Background: an optimization exercise with open tools, aiming at small area. Do not read the settings as production practice. In this exercise RTL edits were held to simulation tests only and were not proved equivalent to the original.

==> flow/design.v (outline; a module is shown in full before it is edited, if it fits) <==
// module ai_accel: 1602 lines
// module wsel: 11 lines
// module fa: 6 lines
// module ha: 6 lines
// module hai: 6 lines
// module ham: 6 lines
module ai_accel
(
	rst_n,
	clk,
	addr,
	wr_en,
	accel_select,
	data_in,
	ctr,
	data_out
);
  // ...
==> flow/flow/run.sh <==
#!/bin/bash
# Standard layout (standard.sh), except: the synthesis buffers are removed at
# floorplan, ports get buf_2 buffers, and CTS inserts no dummy loads.
set -e
cat >> config.mk <<'EOF'
export REMOVE_ABC_BUFFERS = 1
export BUFFER_PORTS_ARGS = -buffer_cell sky130_fd_sc_hd__buf_2
export CTS_ARGS = -sink_clustering_enable -repair_clock_nets -dont_use_dummy_load -sink_clustering_size 25 -sink_clustering_max_diameter 100 -buf_list sky130_fd_sc_hd__clkbuf_16
EOF
bash standard.sh > standard.log 2>&1
==> flow/standard.sh <==
#!/bin/bash
# synth_recipe.tcl (not shown) runs the flow's synth.tcl, then flattens the netlist and writes it again
# the make line also repeats each setting of config.mk as NAME=value (left out here)
make -C /OpenROAD-flow-scripts/flow DESIGN_CONFIG=/design/flow/config.mk WORK_HOME=/design/flow/orfs CLKGATE_MAP_FILE= SYNTH_SCRIPT=/design/flow/synth_recipe.tcl "${@:-finish}"
==> flow/config.mk <==
export PLATFORM = sky130hd
export DESIGN_NAME = ai_accel
export DESIGN_NICKNAME = ai_accel
export VERILOG_FILES = /design/flow/design.v
export SDC_FILE = /design/flow/constraint.sdc
export NUM_CORES = 4
export LEC_CHECK = 0
export CAP_MARGIN = 20
export CORE_MARGIN = 2
export CORE_UTILIZATION = 60
export CTS_BUF_LIST = sky130_fd_sc_hd__clkbuf_16
export CTS_CLUSTER_DIAMETER = 100
export CTS_CLUSTER_SIZE = 25
export GPL_TIMING_DRIVEN = 0
export PLACE_DENSITY = 0.7
export SETUP_SLACK_MARGIN = 0
export SLEW_MARGIN = 20
export SYNTH_HIERARCHICAL = 1
export SYNTH_MINIMUM_KEEP_SIZE = 0
export REMOVE_ABC_BUFFERS = 1
export BUFFER_PORTS_ARGS = -buffer_cell sky130_fd_sc_hd__buf_2
export CTS_ARGS = -sink_clustering_enable -repair_clock_nets -dont_use_dummy_load -sink_clustering_size 25 -sink_clustering_max_diameter 100 -buf_list sky130_fd_sc_hd__clkbuf_16
==> flow/constraint.sdc <==
create_clock -name core_clock -period 32.0 [get_ports {clk}]
set_input_delay 6.4000 -clock core_clock [delete_from_list [all_inputs] [get_ports {clk}]]
set_output_delay 6.4000 -clock core_clock [all_outputs]
set_load 0.01 [all_outputs]
==> impl_metrics.json, run 1 <==
{
  "cts_setup_buffers": 0,
  "slew_headroom_pct": 14.6,
  "synthTopCellsByArea": "fa_1, edfxtp_1, nand2_1",
  "ant_nets": 0,
  "portBuffers": 73,
  "whs_path_depth": 1,
  "wl_per_cell_um": 36.0,
  "numCtsBuffers": 14,
  "holdPathEnd": "vB3",
  "die_area_um2": 40900,
  "layout.nets": 2544,
  "maxCapViolCount": 0,
  "cts_tree": "yes",
  "skew_ns": 0.0275,
  "dp.cells": 2525,
  "grtUsageMet1_pct": 64.0,
  "synth.top_cell.area_share_pct": 36.2,
  "cts_root_buf": "clkbuf_16",
  "status": "timing/DRC/antenna clean",
  "wl_met2_um": 38200,
  "comb.multi_input.count": 1562,
  "cp_data_arrival_time_ns": 16.09
}
==> module wsel, before the edit <==
module wsel(go, st, vA0, vA1, vA2, vB0, vB1, vB2, vB3, s0, s1, s2);
	input go;
	input [1:0] st;
	input vA0, vA1, vA2, vB0, vB1, vB2, vB3;
	output [3:0] s0, s1, s2;
	wire x = ~go & (st != 2'd0);
	wire y = ~go & ~(st == 2'd1);
	assign s0 = {x & y & vB1, x & ~y & vB1, ~x & y & vB0, ~x & ~y & vB0} & {4{vA0}};
	assign s1 = {x & y & vB2, x & ~y & vB2, ~x & y & vB1, ~x & ~y & vB1} & {4{vA1}};
	assign s2 = {x & y & vB3, x & ~y & vB3, ~x & y & vB2, ~x & ~y & vB2} & {4{vA2}};
endmodule
==> run 2: changes to the inputs <==
--- a/flow/design.v
+++ b/flow/design.v
@@ -18,17 +18,17 @@
 	input [31:0] data_in;
 	output [31:0] data_out;
 	output [15:0] ctr;
 	reg go_bit;
 	reg [1:0] st;           
 	reg [31:0] data_A0, data_A1, data_A2;
 	reg [31:0] data_B0, data_B1, data_B2, data_B3;
 	reg vA0, vA1, vA2, vB0, vB1, vB2, vB3;
-	reg [7:0] res1, res2, res3, res4;
+	reg [7:0] res1, res2, res3;
 	reg go_seen;            
 	wire [3:0] fld = addr[5:2];
 	wire wr = wr_en & accel_select;
 	wire go_bit_in = wr & (fld == 4'b1000);
 	wire done_bit = st[1] & st[0];
 	wire [1:0] counter = {st[1], st[0] & ~st[1]};
 	assign ctr = {14'b0, counter};
 	wire wA0 = wr & (fld == 4'b1010);
@@ -70,17 +70,17 @@
 		if (wB1) data_B1 <= data_in;
 		if (wB2) data_B2 <= data_in;
 		if (wB3) data_B3 <= data_in;
 	end
 	wire [23:0] a0 = data_A0[23:0];
 	wire [23:0] a1 = data_A1[23:0];
 	wire [23:0] a2 = data_A2[23:0];
 	wire [3:0] s0, s1, s2;
-	wsel ws(go_bit_in, st, vA0, vA1, vA2, vB0, vB1, vB2, vB3, s0, s1, s2);
+	wsel ws(st, vA0, vA1, vA2, vB0, vB1, vB2, vB3, s0, s1, s2);
 	wire [23:0] b0 = ({24{s0[0]}} & data_B0[31:8]) | ({24{s0[1]}} & data_B0[23:0]) |
 	                 ({24{s0[2]}} & data_B1[31:8]) | ({24{s0[3]}} & data_B1[23:0]);
 	wire [23:0] b1 = ({24{s1[0]}} & data_B1[31:8]) | ({24{s1[1]}} & data_B1[23:0]) |
 	                 ({24{s1[2]}} & data_B2[31:8]) | ({24{s1[3]}} & data_B2[23:0]);
 	wire [23:0] b2 = ({24{s2[0]}} & data_B2[31:8]) | ({24{s2[1]}} & data_B2[23:0]) |
 	                 ({24{s2[2]}} & data_B3[31:8]) | ({24{s2[3]}} & data_B3[23:0]);
 	wire [7:0] r;
 	wire p1 = ~(a0[0] & b0[0]);
@@ -933,66 +933,65 @@
 	wire r589 = ovf586 | s359;
 	wire r590 = ovf586 | ~s387;
 	wire r591 = ovf586 | s423;
 	wire r592 = ovf586 | s468;
 	wire r593 = ovf586 | s522;
 	wire r594 = ovf586 | s585;
 	assign r = {r594, r593, r592, r591, r590, r589, r588, r587};
 	always @(posedge clk) begin
-		if (go_bit_in) res1 <= r;
-		if (st == 2'd0) res2 <= r;
-		if (st == 2'd1) res3 <= r;
-		if (st == 2'd2) res4 <= r;
+		if (st == 2'd0) res1 <= r;
+		if (st == 2'd1) res2 <= r;
+		if (st == 2'd2) res3 <= r;
 	end
 	wire [31:0] data_C, data_C2;
 	wire s595, c595;
 	fa u595 (res1[0], res2[0], res3[0], s595, c595);
 	wire s596, c596;
-	ha u596 (res4[0], s595, s596, c596);
+	ha u596 (s595, r[0], s596, c596);
 	wire s597, c597;
 	fa u597 (res1[1], res2[1], res3[1], s597, c597);
 	wire s598, c598;
-	fa u598 (res4[1], c595, s597, s598, c598);
+	fa u598 (c595, s597, r[1], s598, c598);
 	wire s599, c599;
 	ha u599 (c596, s598, s599, c599);
 	wire s600, c600;
 	fa u600 (res1[2], res2[2], res3[2], s600, c600);
 	wire s601, c601;
-	fa u601 (res4[2], c597, s600, s601, c601);
+	fa u601 (c597, s600, r[2], s601, c601);
 	wire s602, c602;
 	fa u602 (c598, s601, c599, s602, c602);
 	wire s603, c603;
 	fa u603 (res1[3], res2[3], res3[3], s603, c603);
 	wire s604, c604;
-	fa u604 (res4[3], c600, s603, s604, c604);
+	fa u604 (c600, s603, r[3], s604, c604);
 	wire s605, c605;
 	fa u605 (c601, s604, c602, s605, c605);
 	wire s606, c606;
 	fa u606 (res1[4], res2[4], res3[4], s606, c606);
 	wire s607, c607;
-	fa u607 (res4[4], c603, s606, s607, c607);
+	fa u607 (c603, s606, r[4], s607, c607);
 	wire s608, c608;
 	fa u608 (c604, s607, c605, s608, c608);
 	wire s609, c609;
 	fa u609 (res1[5], res2[5], res3[5], s609, c609);
 	wire s610, c610;
-	fa u610 (res4[5], c606, s609, s610, c610);
+	fa u610 (c606, s609, r[5], s610, c610);
 	wire s611, c611;
 	fa u611 (c607, s610, c608, s611, c611);
 	wire s612, c612;
 	fa u612 (res1[6], res2[6], res3[6], s612, c612);
 	wire s613, c613;
-	fa u613 (res4[6], c609, s612, s613, c613);
+	fa u613 (c609, s612, r[6], s613, c613);
 	wire s614, c614;
 	fa u614 (c610, s613, c611, s614, c614);
 	wire s615, c615;
 	fa u615 (res1[7], res2[7], res3[7], s615, c615);
 	wire s616, c616;
-	fa u616 (res4[7], c612, s615, s616, c616);
+	fa u616 (c612, s615, r[7], s616, c616);
 	wire s617, c617;
 	fa u617 (c613, s616, c614, s617, c617);
 	wire s618, c618;
 	fa u618 (c615, c616, c617, s618, c618);
 	wire d619 = ~(res1[0] ^ ~s602);
 	wire b620 = res1[0] | ~s602;
 	wire i621 = ~s605;
 	wire s622, c622;
@@ -1019,57 +1018,64 @@
 	wire pc636 = s622 & c634;
 	wire pc637 = s624 & c634;
 	wire pc638 = s626 & c634;
 	wire pc639 = s628 & c634;
 	wire pc640 = s630 & c634;
 	wire pc641 = s632 & c634;
 	wire pc642 = s634 & c634;
 	wire u643 = ~c634 & d619;
-	wire m644 = s622 ^ u643;
+	wire x644;
+	xo2 u644 (s622, u643, x644);
 	wire u645 = u643 | (~c634 & s622);
-	wire m646 = s624 ^ u645;
+	wire x646;
+	xo2 u646 (s624, u645, x646);
 	wire u647 = u645 | (~c634 & s624);
-	wire m648 = s626 ^ u647;
+	wire x648;
+	xo2 u648 (s626, u647, x648);
 	wire u649 = u647 | (~c634 & s626);
-	wire m650 = s628 ^ u649;
+	wire x650;
+	xo2 u650 (s628, u649, x650);
 	wire u651 = u649 | (~c634 & s628);
-	wire m652 = s630 ^ u651;
+	wire x652;
+	xo2 u652 (s630, u651, x652);
 	wire u653 = u651 | (~c634 & s630);
-	wire m654 = s632 ^ u653;
+	wire x654;
+	xo2 u654 (s632, u653, x654);
 	wire u655 = u653 | (~c634 & s632);
-	wire m656 = s634 ^ u655;
-	wire p657 = ~(d619 & m644);
-	wire p658 = ~(d619 & m646);
-	wire p659 = ~(d619 & m648);
-	wire p660 = ~(d619 & m650);
-	wire p661 = ~(d619 & m652);
-	wire p662 = ~(d619 & m654);
-	wire p663 = ~(d619 & m656);
-	wire p664 = ~(m644 & m646);
-	wire p665 = ~(m644 & m648);
-	wire p666 = ~(m644 & m650);
-	wire p667 = ~(m644 & m652);
-	wire p668 = ~(m644 & m654);
-	wire p669 = ~(m644 & m656);
-	wire p670 = ~(m646 & m648);
-	wire p671 = ~(m646 & m650);
-	wire p672 = ~(m646 & m652);
-	wire p673 = ~(m646 & m654);
-	wire p674 = ~(m646 & m656);
-	wire p675 = ~(m648 & m650);
-	wire p676 = ~(m648 & m652);
-	wire p677 = ~(m648 & m654);
-	wire p678 = ~(m648 & m656);
-	wire p679 = ~(m650 & m652);
-	wire p680 = ~(m650 & m654);
-	wire p681 = ~(m650 & m656);
-	wire p682 = ~(m652 & m654);
-	wire p683 = ~(m652 & m656);
-	wire p684 = ~(m654 & m656);
+	wire x656;
+	xo2 u656 (s634, u655, x656);
+	wire p657 = ~(d619 & x644);
+	wire p658 = ~(d619 & x646);
+	wire p659 = ~(d619 & x648);
+	wire p660 = ~(d619 & x650);
+	wire p661 = ~(d619 & x652);
+	wire p662 = ~(d619 & x654);
+	wire p663 = ~(d619 & x656);
+	wire p664 = ~(x644 & x646);
+	wire p665 = ~(x644 & x648);
+	wire p666 = ~(x644 & x650);
+	wire p667 = ~(x644 & x652);
+	wire p668 = ~(x644 & x654);
+	wire p669 = ~(x644 & x656);
+	wire p670 = ~(x646 & x648);
+	wire p671 = ~(x646 & x650);
+	wire p672 = ~(x646 & x652);
+	wire p673 = ~(x646 & x654);
+	wire p674 = ~(x646 & x656);
+	wire p675 = ~(x648 & x650);
+	wire p676 = ~(x648 & x652);
+	wire p677 = ~(x648 & x654);
+	wire p678 = ~(x648 & x656);
+	wire p679 = ~(x650 & x652);
+	wire p680 = ~(x650 & x654);
+	wire p681 = ~(x650 & x656);
+	wire p682 = ~(x652 & x654);
+	wire p683 = ~(x652 & x656);
+	wire p684 = ~(x654 & x656);
 	wire d685 = ~(res2[0] ^ ~s602);
 	wire b686 = res2[0] | ~s602;
 	wire i687 = ~s605;
 	wire s688, c688;
 	fa u688 (res2[1], i687, b686, s688, c688);
 	wire i689 = ~s608;
 	wire s690, c690;
 	fa u690 (res2[2], i689, c688, s690, c690);
@@ -1092,57 +1098,64 @@
 	wire pc702 = s688 & c700;
 	wire pc703 = s690 & c700;
 	wire pc704 = s692 & c700;
 	wire pc705 = s694 & c700;
 	wire pc706 = s696 & c700;
 	wire pc707 = s698 & c700;
 	wire pc708 = s700 & c700;
 	wire u709 = ~c700 & d685;
-	wire m710 = s688 ^ u709;
+	wire x710;
+	xo2 u710 (s688, u709, x710);
 	wire u711 = u709 | (~c700 & s688);
-	wire m712 = s690 ^ u711;
+	wire x712;
+	xo2 u712 (s690, u711, x712);
 	wire u713 = u711 | (~c700 & s690);
-	wire m714 = s692 ^ u713;
+	wire x714;
+	xo2 u714 (s692, u713, x714);
 	wire u715 = u713 | (~c700 & s692);
-	wire m716 = s694 ^ u715;
+	wire x716;
+	xo2 u716 (s694, u715, x716);
 	wire u717 = u715 | (~c700 & s694);
-	wire m718 = s696 ^ u717;
+	wire x718;
+	xo2 u718 (s696, u717, x718);
 	wire u719 = u717 | (~c700 & s696);
-	wire m720 = s698 ^ u719;
+	wire x720;
+	xo2 u720 (s698, u719, x720);
 	wire u721 = u719 | (~c700 & s698);
-	wire m722 = s700 ^ u721;
-	wire p723 = ~(d685 & m710);
-	wire p724 = ~(d685 & m712);
-	wire p725 = ~(d685 & m714);
-	wire p726 = ~(d685 & m716);
-	wire p727 = ~(d685 & m718);
-	wire p728 = ~(d685 & m720);
-	wire p729 = ~(d685 & m722);
-	wire p730 = ~(m710 & m712);
-	wire p731 = ~(m710 & m714);
-	wire p732 = ~(m710 & m716);
-	wire p733 = ~(m710 & m718);
-	wire p734 = ~(m710 & m720);
-	wire p735 = ~(m710 & m722);
-	wire p736 = ~(m712 & m714);
-	wire p737 = ~(m712 & m716);
-	wire p738 = ~(m712 & m718);
-	wire p739 = ~(m712 & m720);
-	wire p740 = ~(m712 & m722);
-	wire p741 = ~(m714 & m716);
-	wire p742 = ~(m714 & m718);
-	wire p743 = ~(m714 & m720);
-	wire p744 = ~(m714 & m722);
-	wire p745 = ~(m716 & m718);
-	wire p746 = ~(m716 & m720);
-	wire p747 = ~(m716 & m722);
-	wire p748 = ~(m718 & m720);
-	wire p749 = ~(m718 & m722);
-	wire p750 = ~(m720 & m722);
+	wire x722;
+	xo2 u722 (s700, u721, x722);
+	wire p723 = ~(d685 & x710);
+	wire p724 = ~(d685 & x712);
+	wire p725 = ~(d685 & x714);
+	wire p726 = ~(d685 & x716);
+	wire p727 = ~(d685 & x718);
+	wire p728 = ~(d685 & x720);
+	wire p729 = ~(d685 & x722);
+	wire p730 = ~(x710 & x712);
+	wire p731 = ~(x710 & x714);
+	wire p732 = ~(x710 & x716);
+	wire p733 = ~(x710 & x718);
+	wire p734 = ~(x710 & x720);
+	wire p735 = ~(x710 & x722);
+	wire p736 = ~(x712 & x714);
+	wire p737 = ~(x712 & x716);
+	wire p738 = ~(x712 & x718);
+	wire p739 = ~(x712 & x720);
+	wire p740 = ~(x712 & x722);
+	wire p741 = ~(x714 & x716);
+	wire p742 = ~(x714 & x718);
+	wire p743 = ~(x714 & x720);
+	wire p744 = ~(x714 & x722);
+	wire p745 = ~(x716 & x718);
+	wire p746 = ~(x716 & x720);
+	wire p747 = ~(x716 & x722);
+	wire p748 = ~(x718 & x720);
+	wire p749 = ~(x718 & x722);
+	wire p750 = ~(x720 & x722);
 	wire d751 = ~(res3[0] ^ ~s602);
 	wire b752 = res3[0] | ~s602;
 	wire i753 = ~s605;
 	wire s754, c754;
 	fa u754 (res3[1], i753, b752, s754, c754);
 	wire i755 = ~s608;
 	wire s756, c756;
 	fa u756 (res3[2], i755, c754, s756, c756);
@@ -1165,156 +1178,170 @@
 	wire pc768 = s754 & c766;
 	wire pc769 = s756 & c766;
 	wire pc770 = s758 & c766;
 	wire pc771 = s760 & c766;
 	wire pc772 = s762 & c766;
 	wire pc773 = s764 & c766;
 	wire pc774 = s766 & c766;
 	wire u775 = ~c766 & d751;
-	wire m776 = s754 ^ u775;
+	wire x776;
+	xo2 u776 (s754, u775, x776);
 	wire u777 = u775 | (~c766 & s754);
-	wire m778 = s756 ^ u777;
+	wire x778;
+	xo2 u778 (s756, u777, x778);
 	wire u779 = u777 | (~c766 & s756);
-	wire m780 = s758 ^ u779;
+	wire x780;
+	xo2 u780 (s758, u779, x780);
 	wire u781 = u779 | (~c766 & s758);
-	wire m782 = s760 ^ u781;
+	wire x782;
+	xo2 u782 (s760, u781, x782);
 	wire u783 = u781 | (~c766 & s760);
-	wire m784 = s762 ^ u783;
+	wire x784;
+	xo2 u784 (s762, u783, x784);
 	wire u785 = u783 | (~c766 & s762);
-	wire m786 = s764 ^ u785;
+	wire x786;
+	xo2 u786 (s764, u785, x786);
 	wire u787 = u785 | (~c766 & s764);
-	wire m788 = s766 ^ u787;
-	wire p789 = ~(d751 & m776);
-	wire p790 = ~(d751 & m778);
-	wire p791 = ~(d751 & m780);
-	wire p792 = ~(d751 & m782);
-	wire p793 = ~(d751 & m784);
-	wire p794 = ~(d751 & m786);
-	wire p795 = ~(d751 & m788);
-	wire p796 = ~(m776 & m778);
-	wire p797 = ~(m776 & m780);
-	wire p798 = ~(m776 & m782);
-	wire p799 = ~(m776 & m784);
-	wire p800 = ~(m776 & m786);
-	wire p801 = ~(m776 & m788);
-	wire p802 = ~(m778 & m780);
-	wire p803 = ~(m778 & m782);
-	wire p804 = ~(m778 & m784);
-	wire p805 = ~(m778 & m786);
-	wire p806 = ~(m778 & m788);
-	wire p807 = ~(m780 & m782);
-	wire p808 = ~(m780 & m784);
-	wire p809 = ~(m780 & m786);
-	wire p810 = ~(m780 & m788);
-	wire p811 = ~(m782 & m784);
-	wire p812 = ~(m782 & m786);
-	wire p813 = ~(m782 & m788);
-	wire p814 = ~(m784 & m786);
-	wire p815 = ~(m784 & m788);
-	wire p816 = ~(m786 & m788);
-	wire d817 = ~(res4[0] ^ ~s602);
-	wire b818 = res4[0] | ~s602;
+	wire x788;
+	xo2 u788 (s766, u787, x788);
+	wire p789 = ~(d751 & x776);
+	wire p790 = ~(d751 & x778);
+	wire p791 = ~(d751 & x780);
+	wire p792 = ~(d751 & x782);
+	wire p793 = ~(d751 & x784);
+	wire p794 = ~(d751 & x786);
+	wire p795 = ~(d751 & x788);
+	wire p796 = ~(x776 & x778);
+	wire p797 = ~(x776 & x780);
+	wire p798 = ~(x776 & x782);
+	wire p799 = ~(x776 & x784);
+	wire p800 = ~(x776 & x786);
+	wire p801 = ~(x776 & x788);
+	wire p802 = ~(x778 & x780);
+	wire p803 = ~(x778 & x782);
+	wire p804 = ~(x778 & x784);
+	wire p805 = ~(x778 & x786);
+	wire p806 = ~(x778 & x788);
+	wire p807 = ~(x780 & x782);
+	wire p808 = ~(x780 & x784);
+	wire p809 = ~(x780 & x786);
+	wire p810 = ~(x780 & x788);
+	wire p811 = ~(x782 & x784);
+	wire p812 = ~(x782 & x786);
+	wire p813 = ~(x782 & x788);
+	wire p814 = ~(x784 & x786);
+	wire p815 = ~(x784 & x788);
+	wire p816 = ~(x786 & x788);
+	wire d817 = ~(r[0] ^ ~s602);
+	wire b818 = r[0] | ~s602;
 	wire i819 = ~s605;
 	wire s820, c820;
-	fa u820 (res4[1], i819, b818, s820, c820);
+	fa u820 (r[1], i819, b818, s820, c820);
 	wire i821 = ~s608;
 	wire s822, c822;
-	fa u822 (res4[2], i821, c820, s822, c822);
+	fa u822 (r[2], i821, c820, s822, c822);
 	wire i823 = ~s611;
 	wire s824, c824;
-	fa u824 (res4[3], i823, c822, s824, c824);
+	fa u824 (r[3], i823, c822, s824, c824);
 	wire i825 = ~s614;
 	wire s826, c826;
-	fa u826 (res4[4], i825, c824, s826, c826);
+	fa u826 (r[4], i825, c824, s826, c826);
 	wire i827 = ~s617;
 	wire s828, c828;
-	fa u828 (res4[5], i827, c826, s828, c828);
+	fa u828 (r[5], i827, c826, s828, c828);
 	wire i829 = ~s618;
 	wire s830, c830;
-	fa u830 (res4[6], i829, c828, s830, c830);
+	fa u830 (r[6], i829, c828, s830, c830);
 	wire i831 = ~c618;
 	wire s832, c832;
-	fa u832 (res4[7], i831, c830, s832, c832);
+	fa u832 (r[7], i831, c830, s832, c832);
 	wire pc833 = d817 & c832;
 	wire pc834 = s820 & c832;
 	wire pc835 = s822 & c832;
 	wire pc836 = s824 & c832;
 	wire pc837 = s826 & c832;
 	wire pc838 = s828 & c832;
 	wire pc839 = s830 & c832;
 	wire pc840 = s832 & c832;
 	wire u841 = ~c832 & d817;
-	wire m842 = s820 ^ u841;
+	wire x842;
+	xo2 u842 (s820, u841, x842);
 	wire u843 = u841 | (~c832 & s820);
-	wire m844 = s822 ^ u843;
+	wire x844;
+	xo2 u844 (s822, u843, x844);
 	wire u845 = u843 | (~c832 & s822);
-	wire m846 = s824 ^ u845;
+	wire x846;
+	xo2 u846 (s824, u845, x846);
 	wire u847 = u845 | (~c832 & s824);
-	wire m848 = s826 ^ u847;
+	wire x848;
+	xo2 u848 (s826, u847, x848);
 	wire u849 = u847 | (~c832 & s826);
-	wire m850 = s828 ^ u849;
+	wire x850;
+	xo2 u850 (s828, u849, x850);
 	wire u851 = u849 | (~c832 & s828);
-	wire m852 = s830 ^ u851;
+	wire x852;
+	xo2 u852 (s830, u851, x852);
 	wire u853 = u851 | (~c832 & s830);
-	wire m854 = s832 ^ u853;
-	wire p855 = ~(d817 & m842);
-	wire p856 = ~(d817 & m844);
-	wire p857 = ~(d817 & m846);
-	wire p858 = ~(d817 & m848);
-	wire p859 = ~(d817 & m850);
-	wire p860 = ~(d817 & m852);
-	wire p861 = ~(d817 & m854);
-	wire p862 = ~(m842 & m844);
-	wire p863 = ~(m842 & m846);
-	wire p864 = ~(m842 & m848);
-	wire p865 = ~(m842 & m850);
-	wire p866 = ~(m842 & m852);
-	wire p867 = ~(m842 & m854);
-	wire p868 = ~(m844 & m846);
-	wire p869 = ~(m844 & m848);
-	wire p870 = ~(m844 & m850);
-	wire p871 = ~(m844 & m852);
-	wire p872 = ~(m844 & m854);
-	wire p873 = ~(m846 & m848);
-	wire p874 = ~(m846 & m850);
-	wire p875 = ~(m846 & m852);
-	wire p876 = ~(m846 & m854);
-	wire p877 = ~(m848 & m850);
-	wire p878 = ~(m848 & m852);
-	wire p879 = ~(m848 & m854);
-	wire p880 = ~(m850 & m852);
-	wire p881 = ~(m850 & m854);
-	wire p882 = ~(m852 & m854);
+	wire x854;
+	xo2 u854 (s832, u853, x854);
+	wire p855 = ~(d817 & x842);
+	wire p856 = ~(d817 & x844);
+	wire p857 = ~(d817 & x846);
+	wire p858 = ~(d817 & x848);
+	wire p859 = ~(d817 & x850);
+	wire p860 = ~(d817 & x852);
+	wire p861 = ~(d817 & x854);
+	wire p862 = ~(x842 & x844);
+	wire p863 = ~(x842 & x846);
+	wire p864 = ~(x842 & x848);
+	wire p865 = ~(x842 & x850);
+	wire p866 = ~(x842 & x852);
+	wire p867 = ~(x842 & x854);
+	wire p868 = ~(x844 & x846);
+	wire p869 = ~(x844 & x848);
+	wire p870 = ~(x844 & x850);
+	wire p871 = ~(x844 & x852);
+	wire p872 = ~(x844 & x854);
+	wire p873 = ~(x846 & x848);
+	wire p874 = ~(x846 & x850);
+	wire p875 = ~(x846 & x852);
+	wire p876 = ~(x846 & x854);
+	wire p877 = ~(x848 & x850);
+	wire p878 = ~(x848 & x852);
+	wire p879 = ~(x848 & x854);
+	wire p880 = ~(x850 & x852);
+	wire p881 = ~(x850 & x854);
+	wire p882 = ~(x852 & x854);
 	wire s883, c883;
-	fa u883 (m644, m710, m776, s883, c883);
+	fa u883 (x644, x710, x776, s883, c883);
 	wire s884, c884;
 	fa u884 (p657, p723, p789, s884, c884);
 	wire i885 = ~p855;
 	wire s886, c886;
-	fa u886 (m842, i885, s883, s886, c886);
+	fa u886 (x842, i885, s883, s886, c886);
 	wire s887, c887;
 	ham u887 (s886, s884, s887, c887);
 	wire s888, c888;
 	fa u888 (p658, p724, p790, s888, c888);
 	wire i889 = ~c883;
 	wire s890, c890;
 	fa u890 (p856, i889, c884, s890, c890);
 	wire i891 = ~c886;
 	wire s892, c892;
 	fa u892 (s888, i891, s890, s892, c892);
 	wire s893, c893;
 	ham u893 (c887, s892, s893, c893);
 	wire s894, c894;
-	fa u894 (m646, m712, m778, s894, c894);
+	fa u894 (x646, x712, x778, s894, c894);
 	wire s895, c895;
 	fa u895 (p664, p730, p796, s895, c895);
 	wire s896, c896;
 	fa u896 (p862, p659, p725, s896, c896);
-	wire i897 = ~m844;
+	wire i897 = ~x844;
 	wire s898, c898;
 	fa u898 (i897, p791, p857, s898, c898);
 	wire i899 = ~s894;
 	wire s900, c900;
 	fa u900 (i899, c888, s895, s900, c900);
 	wire s901, c901;
 	fa u901 (c890, s896, s898, s901, c901);
 	wire s902, c902;
@@ -1326,30 +1353,30 @@
 	wire s905, c905;
 	fa u905 (p863, p660, p726, s905, c905);
 	wire s906, c906;
 	fa u906 (p792, p858, c895, s906, c906);
 	wire i907 = ~c894;
 	wire s908, c908;
 	fa u908 (i907, c896, c898, s908, c908);
 	wire s909, c909;
-	fa u909 (s904, c900, s905, s909, c909);
+	fa u909 (s904, s905, c900, s909, c909);
 	wire s910, c910;
 	fa u910 (s906, c901, s908, s910, c910);
 	wire s911, c911;
 	fa u911 (s909, c902, s910, s911, c911);
 	wire s912, c912;
 	ham u912 (c903, s911, s912, c912);
 	wire s913, c913;
-	fa u913 (m648, m714, m780, s913, c913);
+	fa u913 (x648, x714, x780, s913, c913);
 	wire s914, c914;
 	fa u914 (p670, p736, p802, s914, c914);
 	wire s915, c915;
 	fa u915 (p868, p666, p732, s915, c915);
-	wire i916 = ~m846;
+	wire i916 = ~x846;
 	wire s917, c917;
 	fa u917 (i916, p798, p864, s917, c917);
 	wire s918, c918;
 	fa u918 (p661, p727, p793, s918, c918);
 	wire i919 = ~s913;
 	wire s920, c920;
 	fa u920 (i919, p859, c904, s920, c920);
 	wire s921, c921;
@@ -1385,45 +1412,45 @@
 	fa u936 (c922, s933, s934, s936, c936);
 	wire s937, c937;
 	fa u937 (c923, s935, c924, s937, c937);
 	wire s938, c938;
 	fa u938 (s936, c925, s937, s938, c938);
 	wire s939, c939;
 	ham u939 (c926, s938, s939, c939);
 	wire s940, c940;
-	fa u940 (m650, m716, m782, s940, c940);
+	fa u940 (x650, x716, x782, s940, c940);
 	wire s941, c941;
 	fa u941 (p675, p741, p807, s941, c941);
 	wire s942, c942;
 	fa u942 (p873, p672, p738, s942, c942);
-	wire i943 = ~m848;
+	wire i943 = ~x848;
 	wire s944, c944;
 	fa u944 (i943, p804, p870, s944, c944);
 	wire s945, c945;
 	fa u945 (p668, p734, p800, s945, c945);
 	wire i946 = ~s940;
 	wire s947, c947;
 	fa u947 (i946, p866, c927, s947, c947);
 	wire s948, c948;
 	fa u948 (s941, p663, p729, s948, c948);
 	wire s949, c949;
 	fa u949 (p795, p861, c928, s949, c949);
 	wire s950, c950;
 	fa u950 (c929, s942, s944, s950, c950);
 	wire s951, c951;
 	fa u951 (c930, c931, s945, s951, c951);
 	wire s952, c952;
-	fa u952 (s947, c933, c934, s952, c952);
+	fa u952 (s947, c933, s948, s952, c952);
 	wire s953, c953;
-	fa u953 (s948, s949, s950, s953, c953);
+	fa u953 (s949, c934, s950, s953, c953);
 	wire s954, c954;
-	fa u954 (c935, s951, c936, s954, c954);
+	fa u954 (c935, s951, s952, s954, c954);
 	wire s955, c955;
-	fa u955 (s952, s953, c937, s955, c955);
+	fa u955 (c936, s953, c937, s955, c955);
 	wire s956, c956;
 	fa u956 (s954, c938, s955, s956, c956);
 	wire s957, c957;
 	ham u957 (c939, s956, s957, c957);
 	wire s958, c958;
 	fa u958 (p676, p742, p808, s958, c958);
 	wire s959, c959;
 	fa u959 (p874, p673, p739, s959, c959);
@@ -1434,36 +1461,36 @@
 	wire s962, c962;
 	fa u962 (p867, c942, c944, s962, c962);
 	wire i963 = ~c940;
 	wire s964, c964;
 	fa u964 (i963, s958, c945, s964, c964);
 	wire s965, c965;
 	fa u965 (c947, s959, s960, s965, c965);
 	wire s966, c966;
-	fa u966 (c948, c949, c950, s966, c966);
+	fa u966 (c948, c949, s961, s966, c966);
 	wire s967, c967;
-	fa u967 (s961, s962, c951, s967, c967);
+	fa u967 (c950, s962, c951, s967, c967);
 	wire s968, c968;
 	fa u968 (s964, s965, c952, s968, c968);
 	wire s969, c969;
-	fa u969 (c953, s966, s967, s969, c969);
+	fa u969 (s966, c953, s967, s969, c969);
 	wire s970, c970;
 	fa u970 (c954, s968, c955, s970, c970);
 	wire s971, c971;
 	fa u971 (s969, c956, s970, s971, c971);
 	wire s972, c972;
 	ham u972 (c957, s971, s972, c972);
 	wire s973, c973;
-	fa u973 (m652, m718, m784, s973, c973);
+	fa u973 (x652, x718, x784, s973, c973);
 	wire s974, c974;
 	fa u974 (p679, p745, p811, s974, c974);
 	wire s975, c975;
 	fa u975 (p877, p677, p743, s975, c975);
-	wire i976 = ~m850;
+	wire i976 = ~x850;
 	wire s977, c977;
 	fa u977 (i976, p809, p875, s977, c977);
 	wire s978, c978;
 	fa u978 (p674, p740, p806, s978, c978);
 	wire i979 = ~s973;
 	wire s980, c980;
 	fa u980 (i979, p872, c958, s980, c980);
 	wire s981, c981;
@@ -1504,22 +1531,22 @@
 	wire s999, c999;
 	fa u999 (c985, s997, s998, s999, c999);
 	wire s1000, c1000;
 	fa u1000 (c986, s999, c987, s1000, c1000);
 	wire i1001 = ~c989;
 	wire s1002, c1002;
 	fa u1002 (s1000, c988, i1001, s1002, c1002);
 	wire s1003, c1003;
-	fa u1003 (m654, m720, m786, s1003, c1003);
+	fa u1003 (x654, x720, x786, s1003, c1003);
 	wire s1004, c1004;
 	fa u1004 (p682, p748, p814, s1004, c1004);
 	wire s1005, c1005;
 	fa u1005 (p880, p681, p747, s1005, c1005);
-	wire i1006 = ~m852;
+	wire i1006 = ~x852;
 	wire s1007, c1007;
 	fa u1007 (i1006, p813, p879, s1007, c1007);
 	wire i1008 = ~s1003;
 	wire s1009, c1009;
 	fa u1009 (i1008, c990, s1004, s1009, c1009);
 	wire s1010, c1010;
 	fa u1010 (c991, c992, s1005, s1010, c1010);
 	wire s1011, c1011;
@@ -1543,22 +1570,22 @@
 	fa u1020 (c1009, s1018, c1010, s1020, c1020);
 	wire s1021, c1021;
 	fa u1021 (s1019, c1011, c1012, s1021, c1021);
 	wire s1022, c1022;
 	fa u1022 (s1020, c1013, s1021, s1022, c1022);
 	wire s1023, c1023;
 	fa u1023 (c1014, s1022, c1015, s1023, c1023);
 	wire s1024, c1024;
-	fa u1024 (m656, m722, m788, s1024, c1024);
+	fa u1024 (x656, x722, x788, s1024, c1024);
 	wire s1025, c1025;
 	fa u1025 (p684, p750, p816, s1025, c1025);
 	wire i1026 = ~p882;
 	wire s1027, c1027;
-	fa u1027 (m854, i1026, s1024, s1027, c1027);
+	fa u1027 (x854, i1026, s1024, s1027, c1027);
 	wire s1028, c1028;
 	fa u1028 (c1016, s1025, c1018, s1028, c1028);
 	wire i1029 = ~s1027;
 	wire s1030, c1030;
 	fa u1030 (i1029, c1019, s1028, s1030, c1030);
 	wire s1031, c1031;
 	fa u1031 (c1020, s1030, c1021, s1031, c1031);
 	wire s1032, c1032;
@@ -1596,27 +1623,31 @@
 		4'b1111: data_out = rdB2;
 		4'b0000: data_out = rdB3;
 		4'b0001: data_out = go_seen ? data_C : 32'b0;
 		4'b0010: data_out = go_seen ? data_C2 : 32'b0;
 		default: data_out = 32'b0;
 		endcase
 	end
 endmodule
-module wsel(go, st, vA0, vA1, vA2, vB0, vB1, vB2, vB3, s0, s1, s2);
-	input go;
+module wsel(st, vA0, vA1, vA2, vB0, vB1, vB2, vB3, s0, s1, s2);
 	input [1:0] st;
 	input vA0, vA1, vA2, vB0, vB1, vB2, vB3;
 	output [3:0] s0, s1, s2;
-	wire x = ~go & (st != 2'd0);
-	wire y = ~go & ~(st == 2'd1);
+	wire x = st[1];
+	wire y = st[0];
 	assign s0 = {x & y & vB1, x & ~y & vB1, ~x & y & vB0, ~x & ~y & vB0} & {4{vA0}};
 	assign s1 = {x & y & vB2, x & ~y & vB2, ~x & y & vB1, ~x & ~y & vB1} & {4{vA1}};
 	assign s2 = {x & y & vB3, x & ~y & vB3, ~x & y & vB2, ~x & ~y & vB2} & {4{vA2}};
 endmodule
+module xo2(x, y, s);
+	input x, y;
+	output s;
+	assign s = x ^ y;
+endmodule
 module fa(x, y, z, s, c);
 	input x, y, z;
 	output s, c;
 	assign s = x ^ y ^ z;
 	assign c = (x & y) | (x & z) | (y & z);
 endmodule
 module ha(x, y, s, c);
 	input x, y;
==> impl_metrics.json, run 2 <==
{
  "status": "timing/DRC/antenna clean",
  "finalCritPeriodShare_pct": 97.7,
  "ys_types": 52,
  "cp_max_fo": 20,
  "ant_nets": 0,
  "grt_pass1_vias": 18900,
  "rsz0062_at_grt": "false",
  "endpoint": "data_out[15]",
  "synth.most_common_cell": "nand2_1",
  "globalRoute.totalOverflow": 0,
  "cts_sinks": 259,
  "totalWireLength_um": 91900,
  "skew_ns": 0.0683,
  "cpPeakStageDelay_ns": 0.61,
  "clk_latency_ns": 0.53,
  "ys_ff_latch": 259,
  "fillers": 2998,
  "cts_tree": "yes",
  "synthTopCellsByArea": "fa_1, edfxtp_1, nand2_1",
  "endpoint_kind": "output port",
  "r2r_cells": 23,
  "area_growth_pct": 6.32,
  "die_h_um": 201,
  "seq_area_frac_synth_pct": 33.0,
  "dp_hpwl_um": 70000,
  "synth-edff-count": 248,
  "ctsHoldBuffers": 0,
  "routabilityCongestion": 1.06,
  "grt_max_degree": 27,
  "cp_data_arrival_time_ns": 24.86,
  "setup_violations": 0,
  "cpMaxStageDelayCell": "fa_1",
  "clkTransAtPathRegs_ns": 0.10,
  "post_drt_via_cell_ratio": 7.35,
  "timing.critical_path.buf_inv": 6,
  "fin_crit_ns": 31.26,
  "avgSynthCellArea_um2": 11.8,
  "portBuffers": 73,
  "final_cell_mix": "nand2_1, fa_1, edfxtp_1",
  "cts_htree_levels": 1,
  "final_common_cell": "nand2_1",
  "r2r_end": "res3[5]",
  "die_area_um2": 40600,
  "drt_iter0_drc": 3627,
  "layout.nets": 2520,
  "hold_class": "reg -> reg",
  "slew_headroom_pct": 18.5,
  "reg2reg_from": "st[1]",
  "start_util_pct": 60.7,
  "worstMarginPinSlew_ns": 1.21,
  "std_cell_rows": 72,
  "maxCapViolCount": 0,
  "drive_above_1_share_pct": 8.16,
  "synth_common_cells": "nand2_1, fa_1, edfxtp_1",
  "hold_violations": 0,
  "critPathTopFamily": "adder cells",
  "synth-main-ff-cell": "edfxtp_1",
  "tns_ns": 0,
  "netlist_area_um2": 23400,
  "core_area_um2": 38600,
  "async_flop_share_pct": 4.25,
  "yosysWarnings": 7,
  "antenna_found_initial": 3,
  "utilization_pct": 64.5,
  "ios": 116,
  "clockBufferDepth": 3,
  "startpoint_type": "flip-flop",
  "fmax_mhz": 32.0,
  "wl_per_cell_um": 36.5,
  "drc_errors": 0,
  "cp_num_cells": 61,
  "synth.top_cell.area_share_pct": 36.5,
  "worstSetupStartpoint": "st[1]",
  "yosys.area.top_type": "fa_1",
  "numCtsBuffers": 14,
  "grt_pass1_wl_um": 131000,
  "die_w_um": 201,
  "cts_root_buf": "clkbuf_16",
  "crit_top_cell": "fa_1",
  "maxSlewViolCount": 0,
  "required_ns": 25.60,
  "critical_path_class": "reg -> out",
  "cts_setup_buffers": 0,
  "dr_total_vias": 18500,
  "dr.pass1.iters": 8,
  "regToRegSetupSlack_ns": 21.83,
  "grt_usage_pct": 45.8,
  "synthCells": 1985
}
==> run 2: cell types whose count changed in the layout (fill, tap and decap cells not counted), moves of 8 or more <==
| cell | previous run | this run |
|---|---|---|
| nand2_1 | 520 | 539 |
| xor2_1 | 14 | 26 |
| buf_2 | 81 | 73 |
| edfxtp_1 | 256 | 248 |
| a222oi_1 | 17 | 32 |
| a22oi_1 | 226 | 205 |
| xnor2_1 | 9 | 0 |
| nor2b_1 | 4 | 12 |
==> run 2: cells by family (layout without fill, tap and decap cells) <==
group	after synthesis	count (layout)	synth area share, %
AO/OA/AOI/OAI	318	318	10.4
XOR/XNOR	29	29	1.09
adder cells (fa/ha/maj)	452	452	37.9
buffers and inverters	180	177	3.25
flip-flops	259	259	33.0
multiplexers	2	2	0.0856
other	1	17	0.0160
AND/OR/NAND/NOR	744	747	14.3
==> run 2: cell type report <==
type / instances / area, um2 / area share [%]
Tap cell: 518 / 648 / 2.61
Antenna cell: 3 / 7.51 / 0.0302
Inverter: 69 / 259 / 1.04
Multi-Input combinational cell: 1562 / 15100 / 60.8
Sequential cell: 259 / 7720 / 31.1
Timing Repair Buffer: 94 / 754 / 3.03
Clock buffer: 14 / 350 / 1.41
==> run 2: how the worst min path moves through the flow <==
| stage | start | to | slack (ns) | cells past startpoint |
|---|---|---|---|---|
| floorplan | vB3 | vB3 | 0.46 | 1 |
| global placement | vB3 | vB3 | 0.49 | 1 |
| detailed placement | vB0 | vB0 | 0.50 | 1 |
| CTS | vB0 | vB0 | 0.52 | 1 |
| global route | vB3 | vB3 | 0.58 | 1 |
| finish | vB3 | vB3 | 0.55 | 1 |
==> run 2: per-module statistics from Yosys, one instance, submodules excluded <==
module	flip-flops and latches	times used
xo2	0	28
ham	0	12
fa	0	427
ha	0	2
hai	0	3
ai_accel	259	1
wsel	0	1
==> run 2: metal layers <==
metal	track usage (%)	vias up	wire length, um
li1	-	6997	-
met1	62.6	9316	31900
met2	66.9	1801	38500
met3	15.1	405	14600
met4	21.7	2	6950
met5	0	-	11
==> run 2: metrics by stage <==
step                setup slack, ns  hold WS (ns)  cells  cell area, um2
detailed placement            0.879         0.497   2499           24400
global route                 0.0197         0.575   2516           24900
finish                        0.741         0.553   2519           24900
floorplan                      4.10         0.462   1887           22900
global placement              0.626         0.493   2478           24000
CTS                           0.292         0.521   2513           24800
==> run 2: timing repair <==
action,4_1_cts,5_1_grt
gates resized for setup,0,22
setup endpoints to repair,0,3
endpoints found under the hold margin,0,0

re-timing with driven ports:
In the flow no input, the clock included, has a driving cell. The finished layouts below were timed again as built, in two steps.
Step 1 assumes that a clkbuf_16 drives the clock port and a buf_2 every other input.
Step 2 also shifts input and output timing later by t, the mid clock arrival at the registers, as if the neighbouring blocks saw the same clock.
Slacks: ideal / step 1 / step 2; pairs: ideal / step 1.
| run | t, ns | setup slack, ns | worst hold slack (ns) | worst data-port slew with drivers (ns) | pins driven straight from the clock port |
|---|---|---|---|---|---|
| run 1 | 0.555 | 9.506 / 9.454 / 10.009 | 0.541 / 0.541 / 0.541 | 0.08 | 1 |
| run 2 | 0.551 | 0.741 / 0.688 / 1.239 | 0.553 / 0.553 / 0.553 | 0.04 | 1 |
After both steps every run listed still meets setup and hold.
